From an optimization exercise on the open Yosys and OpenROAD flow, aimed at small area and a short achievable clock period; shortcuts taken in it are not production practice.
In this exercise RTL edits were held to simulation tests only and were not proved equivalent to the original.
The flow treats the clock pin as an ideal source, which a real chip does not have.
Power is estimated from default activity; no workload was simulated.

## ALU_DESIGN
module ALU_DESIGN #(parameter DW = 8, CW = 4)(INP_VALID,OPA,OPB,CIN,CLK,RST,CMD,CE,MODE,COUT,OFLOW,RES,G,E,L,ERR);
  input [DW-1:0] OPA,OPB;
  input CLK,RST,CE,MODE,CIN;
  input [CW-1:0] CMD;
  input [1:0] INP_VALID;
  output reg [DW+1:0] RES;
  output reg COUT;
  output reg OFLOW;
  output reg G;
  output reg E;
  output reg L;
  output reg ERR;
  reg [7:0] A, B;
  reg [3:0] C;
  reg [4:0] W;
  reg VA, VB;
  reg [7:0] P, Q;
  always @(posedge CLK) begin
    if (INP_VALID[0]) A <= OPA;
    if (INP_VALID[1]) B <= OPB;
    if (|INP_VALID) C <= CMD;
  end
  always @(posedge CLK) begin
    if (RST) begin
      VA <= 1'b0;
      VB <= 1'b0;
    end else begin
      if (INP_VALID[0]) VA <= 1'b1;
      if (INP_VALID[1]) VB <= 1'b1;
    end
  end
  always @(posedge CLK) begin
    if (|INP_VALID)
      W[3:0] <= 4'd0;
    else if ((VA ^ VB) && !W[4])
      W[3:0] <= W[3:0] + 4'd1;
  end
  always @(posedge CLK) begin
    if (RST || (|INP_VALID))
      W[4] <= 1'b0;
  ...
Size in the first run: about 800 cells after synthesis, ~59 flip-flops, roughly 5500 µm² of cells after synthesis.
clock: 5.0 ns
lec_check: 0
cap_margin: 20
core_margin: 2
core_utilization: 40
setup_slack_margin: 2.3
slew_margin: 20
standard.sh (not shown) runs the stock make flow with config.mk's settings and CLKGATE_MAP_FILE= SYNTH_SCRIPT=/design/flow/synth_recipe.tcl, a recipe that flattens the netlist after the stock synthesis.
==> flow/flow/run.sh <==
#!/bin/bash
# Layout flow: the standard ORFS flow (standard.sh), with two changes:
#  - synthesis is the standard script (synth_recipe.tcl, ORFS synth.tcl) except
#    that full/half-adder extraction is off (ADDER_MAP_FILE empty) and the
#    final ABC mapping runs flow/syn.abc instead of ORFS's speed script;
#    the registers are unchanged (same passes up to dfflibmap);
#  - the port buffers are sky130_fd_sc_hd__buf_2 cells instead of the
#    default delay cells;
#  - after CTS, flow/skew.tcl delays the clock of the output registers
#    (useful skew for the register-to-register paths into them).
set -uo pipefail
W=$(pwd)
{
  head -n 1 synth_recipe.tcl
  cat <<EOT
proc abc {args} {
  set i [lsearch \$args -script]
  lset args [expr {\$i + 1}] $W/flow/syn.abc
  puts "flow/run.sh: abc \$args"
  yosys abc {*}\$args
}
EOT
  tail -n +2 synth_recipe.tcl
} > my_synth.tcl
bash standard.sh SYNTH_SCRIPT=$W/my_synth.tcl ADDER_MAP_FILE= \
  "BUFFER_PORTS_ARGS=-buffer_cell sky130_fd_sc_hd__buf_2" \
  "CTS_ARGS=-sink_clustering_enable -repair_clock_nets -dont_use_dummy_load" \
  POST_CTS_TCL=$W/flow/skew.tcl finish > flow_standard.log 2>&1
rc=$?
cp -r orfs/logs flow_orfs_logs 2>/dev/null
exit $rc
==> flow/flow/skew.tcl <==
# Useful skew between registers: the output registers (RES and the flags)
# get their clock later than the registers that feed them (the second
# group, P and Q, has an empty chain here). Each group of
# target registers on one clock-tree leaf net gets a chain of delay cells.
proc skew_esc {s} { return [string map {[ \\[ ] \\]} $s] }
set skew_rx [list {^(RES\[[0-9]+\]|COUT|OFLOW|G|E|L|ERR)\$_} {^(P|Q)\[[0-9]+\]\$_}]
set skew_chain [list {sky130_fd_sc_hd__clkdlybuf4s50_1 sky130_fd_sc_hd__clkbuf_4} {}]
array unset skew_grp
foreach cell [get_cells *] {
  set name [get_full_name $cell]
  for {set gi 0} {$gi < 2} {incr gi} {
    if {[regexp [lindex $skew_rx $gi] $name]} {
      set pin [get_pins -quiet "[skew_esc $name]/CLK"]
      if {$pin eq ""} { continue }
      set net [get_full_name [get_nets -of_objects $pin]]
      lappend skew_grp([list $net $gi]) $pin
    }
  }
}
set nins 0
foreach key [lsort [array names skew_grp]] {
  lassign $key net gi
  set chain [lindex $skew_chain $gi]
  set curnet $net
  foreach bc $chain {
    set pins $skew_grp($key)
    insert_buffer -buffer_cell $bc -net [get_nets [skew_esc $curnet]] -load_pins $pins
    incr nins
    set curnet [get_full_name [get_nets -of_objects [lindex $pins 0]]]
  }
  puts "skew: group $gi on $net: [llength $skew_grp($key)] registers, now on $curnet"
}
puts "skew: inserted $nins cells"
# The skew must not be what makes the input paths meet timing: from here on
# the repair sees CIN and MODE, whose paths end mostly at the delayed
# registers, arriving later by more than the skew.
set_input_delay 1.85 -clock [get_clocks core_clock] [get_ports {CIN MODE}]
detailed_placement
estimate_parasitics -placement
repair_timing_helper
detailed_placement
check_placement -verbose
Other scripts of this flow, unchanged in this note and not shown: flow/flow/syn.abc
The first run finished clean.
Rerun with:
--- a/flow/flow/skew.tcl
+++ b/flow/flow/skew.tcl
@@ -4,0 +5,5 @@
+# The clock-tree leaf buffers drive a dozen registers at most: a smaller
+# buffer is enough.
+foreach cell [get_cells clkbuf_*_f_CLK] {
+  replace_cell $cell sky130_fd_sc_hd__clkbuf_8
+}
What happened: Total power drops by a little under a tenth; cell area drops slightly; routed wire length is about the same; clock skew climbs by 9.1 ps; die area does not change; sequential cell count stays the same; hold slack barely changes; first-iteration DRC count climbs by a few percent.
Rerun with:
--- a/flow/flow/run.sh
+++ b/flow/flow/run.sh
@@ -27 +26,0 @@
-  "CTS_ARGS=-sink_clustering_enable -repair_clock_nets -dont_use_dummy_load" \
--- a/flow/flow/skew.tcl
+++ b/flow/flow/skew.tcl
@@ -5,5 +4,0 @@
-# The clock-tree leaf buffers drive a dozen registers at most: a smaller
-# buffer is enough.
-foreach cell [get_cells clkbuf_*_f_CLK] {
-  replace_cell $cell sky130_fd_sc_hd__clkbuf_8
-}
@@ -12 +7 @@
-set skew_chain [list {sky130_fd_sc_hd__clkdlybuf4s50_1 sky130_fd_sc_hd__clkbuf_4} {}]
+set skew_chain [list {sky130_fd_sc_hd__clkdlybuf4s25_1 sky130_fd_sc_hd__clkbuf_4} {}]
@@ -42 +37 @@
-set_input_delay 1.85 -clock [get_clocks core_clock] [get_ports {CIN MODE}]
+set_input_delay 1.5 -clock [get_clocks core_clock] [get_ports {CIN MODE}]
- SETUP_SLACK_MARGIN: 2.3 -> 2.2
Result: The new run finished clean; via count is lower by 0.47%; register-to-register slack degrades by 120 ps; area after synthesis is unchanged; worst setup slack improves by 26 ps.
Rerun with:
--- a/flow/flow/skew.tcl
+++ b/flow/flow/skew.tcl
@@ -37 +37 @@
-set_input_delay 1.5 -clock [get_clocks core_clock] [get_ports {CIN MODE}]
+set_input_delay 1.65 -clock [get_clocks core_clock] [get_ports {CIN MODE}]
- PLACE_DENSITY: not set -> 0.75
- SETUP_SLACK_MARGIN: 2.2 -> 2.3
Outcome: Area after synthesis is unchanged; worst setup slack is worse by 22 ps; cell area grows by 3.5%; core utilization rises by 1.8 points.
Rerun with:
--- a/flow/flow/run.sh
+++ b/flow/flow/run.sh
@@ -26,0 +27 @@
+  "CTS_ARGS=-sink_clustering_enable -repair_clock_nets -dont_use_dummy_load" \
- PLACE_DENSITY: 0.75 -> not set
After rerunning: Wire length falls by 0.77%; worst setup slack is worse by 5.1 ps; via count falls by 3.9%.
Rerun with:
--- a/flow/flow/run.sh
+++ b/flow/flow/run.sh
@@ -27 +26,0 @@
-  "CTS_ARGS=-sink_clustering_enable -repair_clock_nets -dont_use_dummy_load" \
- SETUP_SLACK_MARGIN: 2.3 -> 2.45
Global-route usage goes up by 1.6 points. Cell count goes up by 3.3%. Worst setup slack loses 19 ps. Die area is unchanged. Maximum frequency goes down by 0.68%. Wire length goes up by 5.5%. Utilization goes up by 3.5 points. Synthesized cell count stays the same. Sequential power stays flat. Synthesized area is unchanged. Total power goes up by 10%.


## fjord
Another version of the RTL of ALU_DESIGN (not shown whole).
Size in the first run: ~840 cells after synthesis, roughly 59 flip-flops, about 43 I/O pins, ~0.0056 mm2 of cells after synthesis.
==> flow/config.mk <==
export PLATFORM = sky130hd
export DESIGN_NAME = ALU_DESIGN
export DESIGN_NICKNAME = ALU_DESIGN
export VERILOG_FILES = /design/flow/design.v
export SDC_FILE = /design/flow/constraint.sdc
export NUM_CORES = 4
export LEC_CHECK = 0
export CAP_MARGIN = 20
export CORE_MARGIN = 2
export CORE_UTILIZATION = 40
export SETUP_SLACK_MARGIN = 1.9
export SLEW_MARGIN = 20
==> flow/constraint.sdc <==
create_clock -name core_clock -period 5.0 [get_ports {CLK}]
set_input_delay 1.0000 -clock core_clock [delete_from_list [all_inputs] [get_ports {CLK}]]
set_output_delay 1.0000 -clock core_clock [all_outputs]
set_load 0.01 [all_outputs]
==> flow/flow/run.sh <==
#!/bin/bash
# Layout flow: the standard ORFS flow (standard.sh), with two changes:
#  - synthesis is the standard script (synth_recipe.tcl, ORFS synth.tcl) except
#    that full/half-adder extraction is off (ADDER_MAP_FILE empty) and the
#    final ABC mapping runs flow/syn.abc instead of ORFS's speed script;
#    the registers are unchanged (same passes up to dfflibmap);
#  - the port buffers are sky130_fd_sc_hd__buf_1 cells instead of the
#    default delay cells.
set -uo pipefail
W=$(pwd)
{
  head -n 1 synth_recipe.tcl
  cat <<EOT
proc abc {args} {
  set i [lsearch \$args -script]
  lset args [expr {\$i + 1}] $W/flow/syn.abc
  puts "flow/run.sh: abc \$args"
  yosys abc {*}\$args
}
EOT
  tail -n +2 synth_recipe.tcl
} > my_synth.tcl
bash standard.sh SYNTH_SCRIPT=$W/my_synth.tcl ADDER_MAP_FILE= \
  "BUFFER_PORTS_ARGS=-buffer_cell sky130_fd_sc_hd__buf_1" finish > flow_standard.log 2>&1
rc=$?
cp -r orfs/logs flow_orfs_logs 2>/dev/null
exit $rc
==> flow/flow/syn.abc <==
strash
dch
map -D 2000
topo
buffer -c
upsize -c -D 2000
dnsize -c -D 2000
stime -c
The inputs of amber differ from those of fjord as listed below.
# fjord
export LEC_CHECK = 0
export CAP_MARGIN = 20
export CORE_MARGIN = 2
export CORE_UTILIZATION = 40
export SETUP_SLACK_MARGIN = 1.9
export SLEW_MARGIN = 20
create_clock -name core_clock -period 5.0 [get_ports {CLK}]
# amber
export LEC_CHECK = 0
export CAP_MARGIN = 20
export CORE_MARGIN = 2
export CORE_UTILIZATION = 40
export SETUP_SLACK_MARGIN = 2.2
export SLEW_MARGIN = 20
create_clock -name core_clock -period 5.0 [get_ports {CLK}]
-- flow/flow/run.sh --
<<< fjord, line 7
#  - the port buffers are sky130_fd_sc_hd__buf_1 cells instead of the
>>> amber, line 7
#  - the port buffers are sky130_fd_sc_hd__buf_2 cells instead of the
<<< fjord, line 24
  "BUFFER_PORTS_ARGS=-buffer_cell sky130_fd_sc_hd__buf_1" finish > flow_standard.log 2>&1
>>> amber, line 24
  "BUFFER_PORTS_ARGS=-buffer_cell sky130_fd_sc_hd__buf_2" finish > flow_standard.log 2>&1
==> flow/flow/syn.abc <==
strash
dch
map
topo
buffer -c
upsize -c
dnsize -c
stime -c
--- outcome ---
- amber | stages: all done | timing, DRC, antenna: all pass
- Simple-gate area share of the yosys netlist (higher): amber
- As far as starting density of the core is concerned, fjord and amber perform about the same.
- Sort fjord and amber by sequential fraction of design power, descending, and fjord comes first.
- After synthesis and placement, the instance count of amber is above that of fjord.
- Looking at global routing met3 resource utilization, amber sits 3.0 points lower than fjord does.
- fjord → amber: share of the final layout cell area in multi-input gates shows an increase of 2.0 points, netlist area before placement shows an increase of 10%.
Input changes introduced in tundra (baseline for comparison: amber):
# amber
export LEC_CHECK = 0
export CAP_MARGIN = 20
export CORE_MARGIN = 2
export CORE_UTILIZATION = 40
export SETUP_SLACK_MARGIN = 2.2
export SLEW_MARGIN = 20
create_clock -name core_clock -period 5.0 [get_ports {CLK}]
# tundra
export LEC_CHECK = 0
export CAP_MARGIN = 20
export CORE_MARGIN = 2
export CORE_UTILIZATION = 40
export SETUP_SLACK_MARGIN = 1.9
export SLEW_MARGIN = 20
create_clock -name core_clock -period 5.0 [get_ports {CLK}]
==> flow/flow/syn.abc <==
strash
dch
map -D 2300
topo
buffer -c
upsize -c -D 2300
dnsize -c -D 2300
stime -c
## What came out
- Cell count along the critical path is lower on amber
- Of tundra and amber, it is tundra that has the higher count of buffers added by post-CTS timing repair for setup.
- Minimum setup slack among reg-to-reg paths: amber and tundra compared, higher one is amber
- tundra ends up with higher clock-buffer cell count than amber does.
- | achievable clock frequency | tundra vs amber | 55 MHz lower |
- Wire length per cell after detailed routing: tundra vs amber down 3.4%
- Route | tundra vs amber | wire shorter in tundra
- The synthesized area reported for tundra is smaller than that of amber by about 15%.
- Design area in tundra is about 17% below amber.
Relative to tundra, the following input files were edited for harbor:
==> flow/flow/syn.abc <==
strash
&get -n
&st
&dch
&nf -D 2000
&put
topo
buffer -c
upsize -c -D 2000
dnsize -c -D 2000
stime -c
Changes observed in harbor relative to tundra: cell count decreased about 15%; power density relative to cell area increased 7.7%. Of harbor and tundra, the lower die area belongs to tundra.

-- port drivers added, routing unchanged --
No port has a modelled driver above. Below, the same layouts with a new extraction and two added sets of constraints. Step 1: set_driving_cell puts a clkbuf_16 on CLK and a buf_2 on each other input, an assumption about the parent block. Step 2 adds t to the input delays and takes it off the output delays; t is the mean of the earliest and latest rising clock arrival at the registers after step 1. Input paths then give back, and output paths get back, about the clock's delay inside the block. Three values: ideal ports, drivers, drivers and shift; two values: the first two.
run | t, ns | slack for setup (ns) | worst setup path at the end | pins driven straight from the clock port
fjord | 0.378 | 1.775 / 1.775 / 1.775 | register to register | 1
amber | 0.368 | 2.225 / 2.225 / 2.225 | register to register | 1
tundra | 0.375 | 1.731 / 1.731 / 1.453 | input to register | 1
harbor | 0.371 | 1.354 / 1.354 / 1.354 | register to register | 1
After both steps setup and hold are still met in every run listed. For tundra, which loses most, drivers alone change the setup slack by 0.000 ns; drivers and shift together by -0.278 ns.
